This is an optimization exercise on Yosys and OpenROAD, whose aim is small area and few clock cycles per item, not a production implementation. Where RTL was checked, it was by simulation tests only, not by an equivalence proof against the original.

==> 02-17 <==
==> flow/design.v <==
module cmpmac(
	input				wb_clk_i,
	input				rst_i,
	input  [2:0]	wb_adr_i,
	input  [15:0]	wb_dat_i,
	output [15:0]	wb_dat_o,
	input				wb_cyc_i,
	input				wb_we_i,
	input				wb_stb_i,
	input  [1:0]	wb_sel_i,
	output			wb_ack_o,
	input	 [1:0]	eth_pms_i,
	input				eth_macr_i,
	input  [47:0]	eth_macd_i,
	output			cmp_done_o,
	output			cmp_res_o
);
reg [47:0]	slot[0:13];        
reg [3:0]	rot;               
reg [3:0]	adr;
wire stpac   = eth_pms_i[0];
wire promisc = eth_pms_i[1] | eth_pms_i[0];
reg  [1:0]	ack;
always @(posedge wb_clk_i) begin
	ack[0] <= wb_cyc_i & wb_stb_i;
	ack[1] <= wb_cyc_i & ack[0];
end
assign wb_ack_o = wb_cyc_i & wb_stb_i & ack[1];
wire bus_write = wb_cyc_i & wb_stb_i & ~wb_ack_o & stpac & wb_we_i & wb_sel_i[1];
wire tab_write = bus_write & ~ack[0] & ~rst_i & ~wb_adr_i[2] & (wb_adr_i[1:0] != 2'b00);
wire [3:0]	rot1 = (rot >= 4'd13) ? 4'd0 : rot + 4'd1;
wire [4:0]	sum  = adr + rot1;
reg  [3:0]	sadr;
wire [3:0]	sadr1 = (sadr >= 4'd13) ? 4'd0 : sadr + 4'd1;
always @(posedge wb_clk_i) begin
	rot  <= rot1;
	sadr <= (sum >= 5'd14) ? sum - 5'd14 : sum[3:0];
end
reg [15:0]	pd;                
reg [1:0]	pw;                
reg [3:0]	pt;                
reg			pv;                
wire ins0  = pv & (pt == 4'd13);
wire ins4  = pv & (pt == 4'd3);
wire ins8  = pv & (pt == 4'd7);
wire ins11 = pv & (pt == 4'd10);
wire ins   = ins0 | ins4 | ins8 | ins11;
always @(posedge wb_clk_i) begin
	if(tab_write) begin
		pd <= wb_dat_i;
		pw <= wb_adr_i[1:0];
		pt <= sadr1;
		pv <= 1'b1;
	end
	else begin
		pt <= (pt >= 4'd13) ? 4'd0 : pt + 4'd1;
		if(ins)
			pv <= 1'b0;
	end
end
function [47:0] merge(input [47:0] e, input go);
	begin
		merge = e;
		if(go) begin
			case(pw)
				2'd1: merge[15:0]  = pd;
				2'd2: merge[31:16] = pd;
				2'd3: merge[47:32] = pd;
				default: ;
			endcase
		end
	end
endfunction
integer i;
always @(posedge wb_clk_i) begin
	for(i = 1; i < 14; i = i + 1)
		slot[i] <= slot[i-1];
	slot[0]  <= merge(slot[13], ins0);
	slot[4]  <= merge(slot[3],  ins4);
	slot[8]  <= merge(slot[7],  ins8);
	slot[11] <= merge(slot[10], ins11);
end
always @(posedge wb_clk_i, posedge rst_i) begin
	if(rst_i)
		adr <= 4'b0;
	else if(bus_write && wb_adr_i[2:0] == 3'b000)
		adr <= wb_dat_i[3:0];
end
reg [15:0] rdat;
always @(*) begin
	rdat = 16'b0;
	for(i = 0; i < 14; i = i + 1)
		if(sadr == i)
			case(wb_adr_i[1:0])
				2'b01: rdat = slot[i][15:0];
				2'b10: rdat = slot[i][31:16];
				default: rdat = slot[i][47:32];
			endcase
	if(wb_adr_i[1:0] == 2'b00)
		rdat = {12'b0, adr};
end
assign wb_dat_o = rdat;
reg hit;
always @(*) begin
	hit = 1'b0;
	for(i = 0; i < 14; i = i + 1)
		if(eth_macd_i == slot[i])
			hit = 1'b1;
end
assign cmp_done_o = promisc | ~pv;
assign cmp_res_o  = promisc | hit;
endmodule
==> flow/run.sh <==
#!/bin/bash
# synth_recipe.tcl (not shown) runs the flow's synth.tcl, then flattens the netlist and writes it again
# the make line also repeats each setting of config.mk as NAME=value (left out here)
make -C /OpenROAD-flow-scripts/flow DESIGN_CONFIG=/design/flow/config.mk WORK_HOME=/design/flow/orfs CLKGATE_MAP_FILE= SYNTH_SCRIPT=/design/flow/synth_recipe.tcl finish
==> flow/config.mk <==
export PLATFORM = sky130hd
export DESIGN_NAME = cmpmac
export DESIGN_NICKNAME = cmpmac
export VERILOG_FILES = /design/flow/design.v
export SDC_FILE = /design/flow/constraint.sdc
export NUM_CORES = 4
export LEC_CHECK = 0
export ABC_AREA = 1
export CAP_MARGIN = 20
export CORE_MARGIN = 2
export CORE_UTILIZATION = 40
export SLEW_MARGIN = 20
==> flow/constraint.sdc <==
create_clock -name core_clock -period 8.0 [get_ports {wb_clk_i}]
set_input_delay 1.6000 -clock core_clock [delete_from_list [all_inputs] [get_ports {wb_clk_i}]]
set_output_delay 1.6000 -clock core_clock [all_outputs]
set_load 0.01 [all_outputs]
==> 04-12: changes against 02-17 <==
==> flow/design.v, changed modules only <==
module cmpmac(
	input				wb_clk_i,
	input				rst_i,
	input  [2:0]	wb_adr_i,
	input  [15:0]	wb_dat_i,
	output [15:0]	wb_dat_o,
	input				wb_cyc_i,
	input				wb_we_i,
	input				wb_stb_i,
	input  [1:0]	wb_sel_i,
	output			wb_ack_o,
	input	 [1:0]	eth_pms_i,
	input				eth_macr_i,
	input  [47:0]	eth_macd_i,
	output			cmp_done_o,
	output			cmp_res_o
);
localparam [13:0] INV = 14'b00_0111_0000_1111;	 
reg [47:0]	slot[0:13];        
reg [3:0]	rot;               
reg [3:0]	adr;
wire stpac   = eth_pms_i[0];
wire promisc = eth_pms_i[1] | eth_pms_i[0];
reg  [1:0]	ack;
always @(posedge wb_clk_i) begin
	ack[0] <= wb_cyc_i & wb_stb_i;
	ack[1] <= wb_cyc_i & ack[0];
end
assign wb_ack_o = wb_cyc_i & wb_stb_i & ack[1];
wire bus_write = wb_cyc_i & wb_stb_i & ~wb_ack_o & stpac & wb_we_i & wb_sel_i[1];
wire tab_write = bus_write & ~ack[0] & ~rst_i & ~wb_adr_i[2] & (wb_adr_i[1:0] != 2'b00);
function [3:0] next14(input [3:0] r);
	case(r)
		4'd0:  next14 = 4'd1;
		4'd1:  next14 = 4'd2;
		4'd2:  next14 = 4'd3;
		4'd3:  next14 = 4'd4;
		4'd4:  next14 = 4'd5;
		4'd5:  next14 = 4'd6;
		4'd6:  next14 = 4'd7;
		4'd7:  next14 = 4'd8;
		4'd8:  next14 = 4'd9;
		4'd9:  next14 = 4'd10;
		4'd10: next14 = 4'd11;
		4'd11: next14 = 4'd12;
		4'd12: next14 = 4'd13;
		default: next14 = 4'd0;
	endcase
endfunction
wire [3:0]	rot1 = next14(rot);
wire [4:0]	sum  = adr + rot1;
reg  [3:0]	sadr;
always @(posedge wb_clk_i) begin
	rot  <= rot1;
	sadr <= (sum >= 5'd14) ? sum - 5'd14 : sum[3:0];
end
wire		c0  = (sadr == 4'd13);
wire		c4  = (sadr == 4'd3);
wire		c8  = (sadr == 4'd7);
wire		c11 = (sadr == 4'd10);
reg [15:0]	pd;                
reg [1:0]	pw;                
reg			pv;                
wire ins0  = pv & c0;
wire ins4  = pv & c4;
wire ins8  = pv & c8;
wire ins11 = pv & c11;
wire ins   = ins0 | ins4 | ins8 | ins11;
always @(posedge wb_clk_i) begin
	if(tab_write) begin
		pd <= wb_dat_i;
		pw <= wb_adr_i[1:0];
	end
	case({tab_write, ins})
		2'b00: pv <= pv;
		2'b01: pv <= 1'b0;
		2'b10, 2'b11: pv <= 1'b1;
		default: pv <= 1'b0;	 
	endcase
end
wire [2:0] pwh = {pw == 2'd3, pw == 2'd2, pw == 2'd1};
wire [47:0] sel0  = {{16{ins0  & pwh[2]}}, {16{ins0  & pwh[1]}}, {16{ins0  & pwh[0]}}};
wire [47:0] sel4  = {{16{ins4  & pwh[2]}}, {16{ins4  & pwh[1]}}, {16{ins4  & pwh[0]}}};
wire [47:0] sel8  = {{16{ins8  & pwh[2]}}, {16{ins8  & pwh[1]}}, {16{ins8  & pwh[0]}}};
wire [47:0] sel11 = {{16{ins11 & pwh[2]}}, {16{ins11 & pwh[1]}}, {16{ins11 & pwh[0]}}};
wire [47:0] seln0 = ~sel0, seln4 = ~sel4, seln8 = ~sel8, seln11 = ~sel11;
wire [47:0] pd3  = {3{pd}};
wire [47:0] d0, d4, d8, d11;
cmpmac_imux #(48) m0 (.a(slot[13]), .b(pd3),  .s(sel0),  .sn(seln0),  .y(d0));
cmpmac_imux #(48) m4 (.a(slot[3]),  .b(~pd3), .s(sel4),  .sn(seln4),  .y(d4));
cmpmac_imux #(48) m8 (.a(slot[7]),  .b(pd3),  .s(sel8),  .sn(seln8),  .y(d8));
cmpmac_imux #(48) m11(.a(slot[10]), .b(~pd3), .s(sel11), .sn(seln11), .y(d11));
integer i;
always @(posedge wb_clk_i) begin
	for(i = 1; i < 14; i = i + 1)
		slot[i] <= slot[i-1];
	slot[0]  <= d0;
	slot[4]  <= d4;
	slot[8]  <= d8;
	slot[11] <= d11;
end
always @(posedge wb_clk_i, posedge rst_i) begin
	if(rst_i)
		adr <= 4'b0;
	else if(bus_write && wb_adr_i[2:0] == 3'b000)
		adr <= wb_dat_i[3:0];
end
reg  [47:0]	shadow;
always @(posedge wb_clk_i)
	if(c0 | c4 | c8 | c11)
		shadow <= ({48{c0}} & ~d0) | ({48{c4}} & d4) | ({48{c8}} & ~d8) | ({48{c11}} & d11);
reg [15:0] rdat;
always @(*) begin
	case(wb_adr_i[1:0])
		2'b00: rdat = {12'b0, adr};
		2'b01: rdat = shadow[15:0];
		2'b10: rdat = shadow[31:16];
		default: rdat = shadow[47:32];
	endcase
end
assign wb_dat_o = rdat;
wire [47:0]	macn = ~eth_macd_i;
wire [13:0]	match;
genvar s;
generate
	for(s = 0; s < 14; s = s + 1) begin : cmp
		cmpmac_eq u(.t(slot[s]), .mn(INV[s] ? eth_macd_i : macn), .eq(match[s]));
	end
endgenerate
wire hit = |match;
assign cmp_done_o = promisc | ~pv;
assign cmp_res_o  = promisc | hit;
endmodule
module cmpmac_imux #(parameter W = 1) (
	input  [W-1:0]	a,
	input  [W-1:0]	b,
	input  [W-1:0]	s,
	input  [W-1:0]	sn,
	output [W-1:0]	y
);
genvar k;
generate
	for(k = 0; k < W; k = k + 1) begin : b1
		cmpmac_imux1 u(.a(a[k]), .b(b[k]), .s(s[k]), .sn(sn[k]), .y(y[k]));
	end
endgenerate
endmodule
module cmpmac_imux1(input a, input b, input s, input sn, output y);
assign y = ~((a | s) & (b | sn));
endmodule
module cmpmac_eq(
	input  [47:0]	t,
	input  [47:0]	mn,
	output			eq
);
wire [15:0] q;      
wire [23:0] np;     
genvar k;
generate
	for(k = 0; k < 16; k = k + 1) begin : t3
		cmpmac_q3 u(.t(t[3*k+2:3*k]), .mn(mn[3*k+2:3*k]), .q(q[k]));
	end
	for(k = 0; k < 24; k = k + 1) begin : pair
		cmpmac_p2 u(.t(t[2*k+1:2*k]), .mn(mn[2*k+1:2*k]), .np(np[k]));
	end
endgenerate
assign eq = &q & ~|np;
endmodule
module cmpmac_q3(input [2:0] t, input [2:0] mn, output q);
assign q = ~((t[0] & mn[0]) | (t[1] & mn[1]) | (t[2] & mn[2]));
endmodule
module cmpmac_p2(input [1:0] t, input [1:0] mn, output np);
assign np = ~((t[0] | mn[0]) & (t[1] | mn[1]));
endmodule
==> flow/flow/run.sh (new file) <==
#!/bin/bash
# Standard synthesis, but ABC maps with the ORFS speed script minus its
# upsizing pass (flow/abc_area_nosize.script); registers are untouched.
# Layout: smaller port buffers, larger clock-sink clusters without dummy
# loads, synthesis buffers removed before placement.
here=$(pwd)
{ head -n 1 synth_recipe.tcl
  echo "proc abc {args} { set i [lsearch \$args -script]; if {\$i >= 0} { lset args [expr {\$i+1}] $here/flow/abc_area_nosize.script }; yosys abc {*}\$args }"
  tail -n +2 synth_recipe.tcl; } > my_synth.tcl
bash standard.sh \
  SYNTH_SCRIPT=$here/my_synth.tcl \
  BUFFER_PORTS_ARGS="-buffer_cell sky130_fd_sc_hd__buf_1" \
  CTS_ARGS="-sink_clustering_enable -repair_clock_nets -buf_list sky130_fd_sc_hd__clkbuf_8 -sink_clustering_size 14 -sink_clustering_max_diameter 60 -dont_use_dummy_load" \
  REMOVE_ABC_BUFFERS=1 \
  finish > standard.log 2>&1
==> flow/flow/abc_area_nosize.script (new file) <==
&get -n
&st
&dch
&nf
&st
&syn2
&if -g -K 6
&synch2
&nf
&st
&syn2
&if -g -K 6
&synch2
&nf
&put
buffer -c
topo
stime -c
dnsize -c
==> flow/standard.sh (new file) <==
#!/bin/bash
# synth_recipe.tcl (not shown) runs the flow's synth.tcl, then flattens the netlist and writes it again
# the make line also repeats each setting of config.mk as NAME=value (left out here)
make -C /OpenROAD-flow-scripts/flow DESIGN_CONFIG=/design/flow/config.mk WORK_HOME=/design/flow/orfs CLKGATE_MAP_FILE= SYNTH_SCRIPT=/design/flow/synth_recipe.tcl "${@:-finish}"
--- a/flow/config.mk
+++ b/flow/config.mk
@@ -5,8 +5,9 @@
 export SDC_FILE = /design/flow/constraint.sdc
 export NUM_CORES = 4
 export LEC_CHECK = 0
-export ABC_AREA = 1
 export CAP_MARGIN = 20
 export CORE_MARGIN = 2
 export CORE_UTILIZATION = 40
 export SLEW_MARGIN = 20
+export SYNTH_HIERARCHICAL = 1
+export SYNTH_MINIMUM_KEEP_SIZE = 0
removed: flow/run.sh
==> 08-22: changes against 02-17 <==
==> flow/flow/run.sh (new file) <==
#!/bin/bash
# Standard layout with smaller port buffers, larger clock-sink clusters
# without dummy loads, and power recovery (downsizing) after global route.
bash standard.sh \
  BUFFER_PORTS_ARGS="-buffer_cell sky130_fd_sc_hd__buf_2" \
  CTS_ARGS="-sink_clustering_enable -repair_clock_nets -buf_list sky130_fd_sc_hd__clkbuf_16 -sink_clustering_size 30 -sink_clustering_max_diameter 100 -dont_use_dummy_load" \
  RECOVER_POWER=100 \
  finish > standard.log 2>&1
==> flow/standard.sh (new file) <==
#!/bin/bash
# synth_recipe.tcl (not shown) runs the flow's synth.tcl, then flattens the netlist and writes it again
# the make line also repeats each setting of config.mk as NAME=value (left out here)
make -C /OpenROAD-flow-scripts/flow DESIGN_CONFIG=/design/flow/config.mk WORK_HOME=/design/flow/orfs CLKGATE_MAP_FILE= SYNTH_SCRIPT=/design/flow/synth_recipe.tcl "${@:-finish}"
--- a/flow/config.mk
+++ b/flow/config.mk
@@ -5,7 +5,6 @@
 export SDC_FILE = /design/flow/constraint.sdc
 export NUM_CORES = 4
 export LEC_CHECK = 0
-export ABC_AREA = 1
 export CAP_MARGIN = 20
 export CORE_MARGIN = 2
 export CORE_UTILIZATION = 40
removed: flow/run.sh
==> summary.txt <==
Run status: 02-17 complete, no violations; 04-12 complete, no violations; 08-22 finished with violations
Violated checks: 02-17 -; 04-12 -; 08-22 capacitance limit, slew limit
Effective utilization at floorplan: 02-17 40.5%; 04-12 40.5%; 08-22 40.4%
Clock period minus worst slack: 02-17 7.66 ns; 04-12 6.76 ns; 08-22 6.75 ns
Worst hold slack after final layout: 02-17 0.341 ns; 04-12 0.332 ns; 08-22 0.331 ns
Detailed route wirelength on metal3: 02-17 24,300 um; 04-12 13,100 um; 08-22 15,100 um
Worst-case clock skew: 02-17 0.0291 ns; 04-12 0.0812 ns; 08-22 0.0653 ns
Fraction of area in multi-input gates: 02-17 42.2%; 04-12 32.3%; 08-22 47.5%
Sequential share of cell area: 02-17 38.9%; 04-12 57.3%; 08-22 43.6%
Capturing point of the worst reg2reg path: 02-17 slot[4][5]$_DFF_P_; 04-12 shadow[0]$_DFFE_PP_; 08-22 slot[11][9]$_DFF_P_
Crit-path max FO: 02-17 33; 04-12 15; 08-22 77
Initial antenna violation count: 02-17 14; 04-12 15; 08-22 9
Via/cell ratio: 02-17 6.24; 04-12 7.14; 08-22 6.24
Number of clock buffers inserted by TritonCTS: 02-17 80; 04-12 61; 08-22 30
Testbench counts of 02-17, summed over its fixed seeds: cycles 18,432, lookups 9,216.
Testbench counts of 08-22, summed over its fixed seeds: cycles 18,432, lookups 9,216.
Function not checked in 04-12: the RTL went through the layout flow alone.

[afterwards: timing with drivers on the ports]
How much do the figures lean on ideal ports? The routed layouts below were timed once more, with nothing changed but the port constraints.
Step 1: set_driving_cell puts a clkbuf_16 on wb_clk_i and a buf_2 on each other input, an assumption about the parent block.
Step 2 also shifts input and output timing later by t, the mid clock arrival at the registers, as if the neighbouring blocks saw the same clock.
Slacks: no drivers / after step 1 / after step 2; pairs: no drivers / after step 1.
run | t (ns) | setup slack, ns | latest minus earliest clock arrival (ns) | slew at the worst register clock pin (ns)
02-17 | 0.717 | 0.342 / 0.319 / 0.319 | 0.034 / 0.034 | 0.06 / 0.06
04-12 | 0.766 | 1.240 / 1.129 / 1.129 | 0.081 / 0.082 | 0.11 / 0.11
08-22 | 0.702 | 1.248 / 1.227 / 1.227 | 0.066 / 0.066 | 0.12 / 0.12
For 04-12, which loses most, drivers alone change the setup slack by -0.111 ns; drivers and shift together by -0.111 ns.
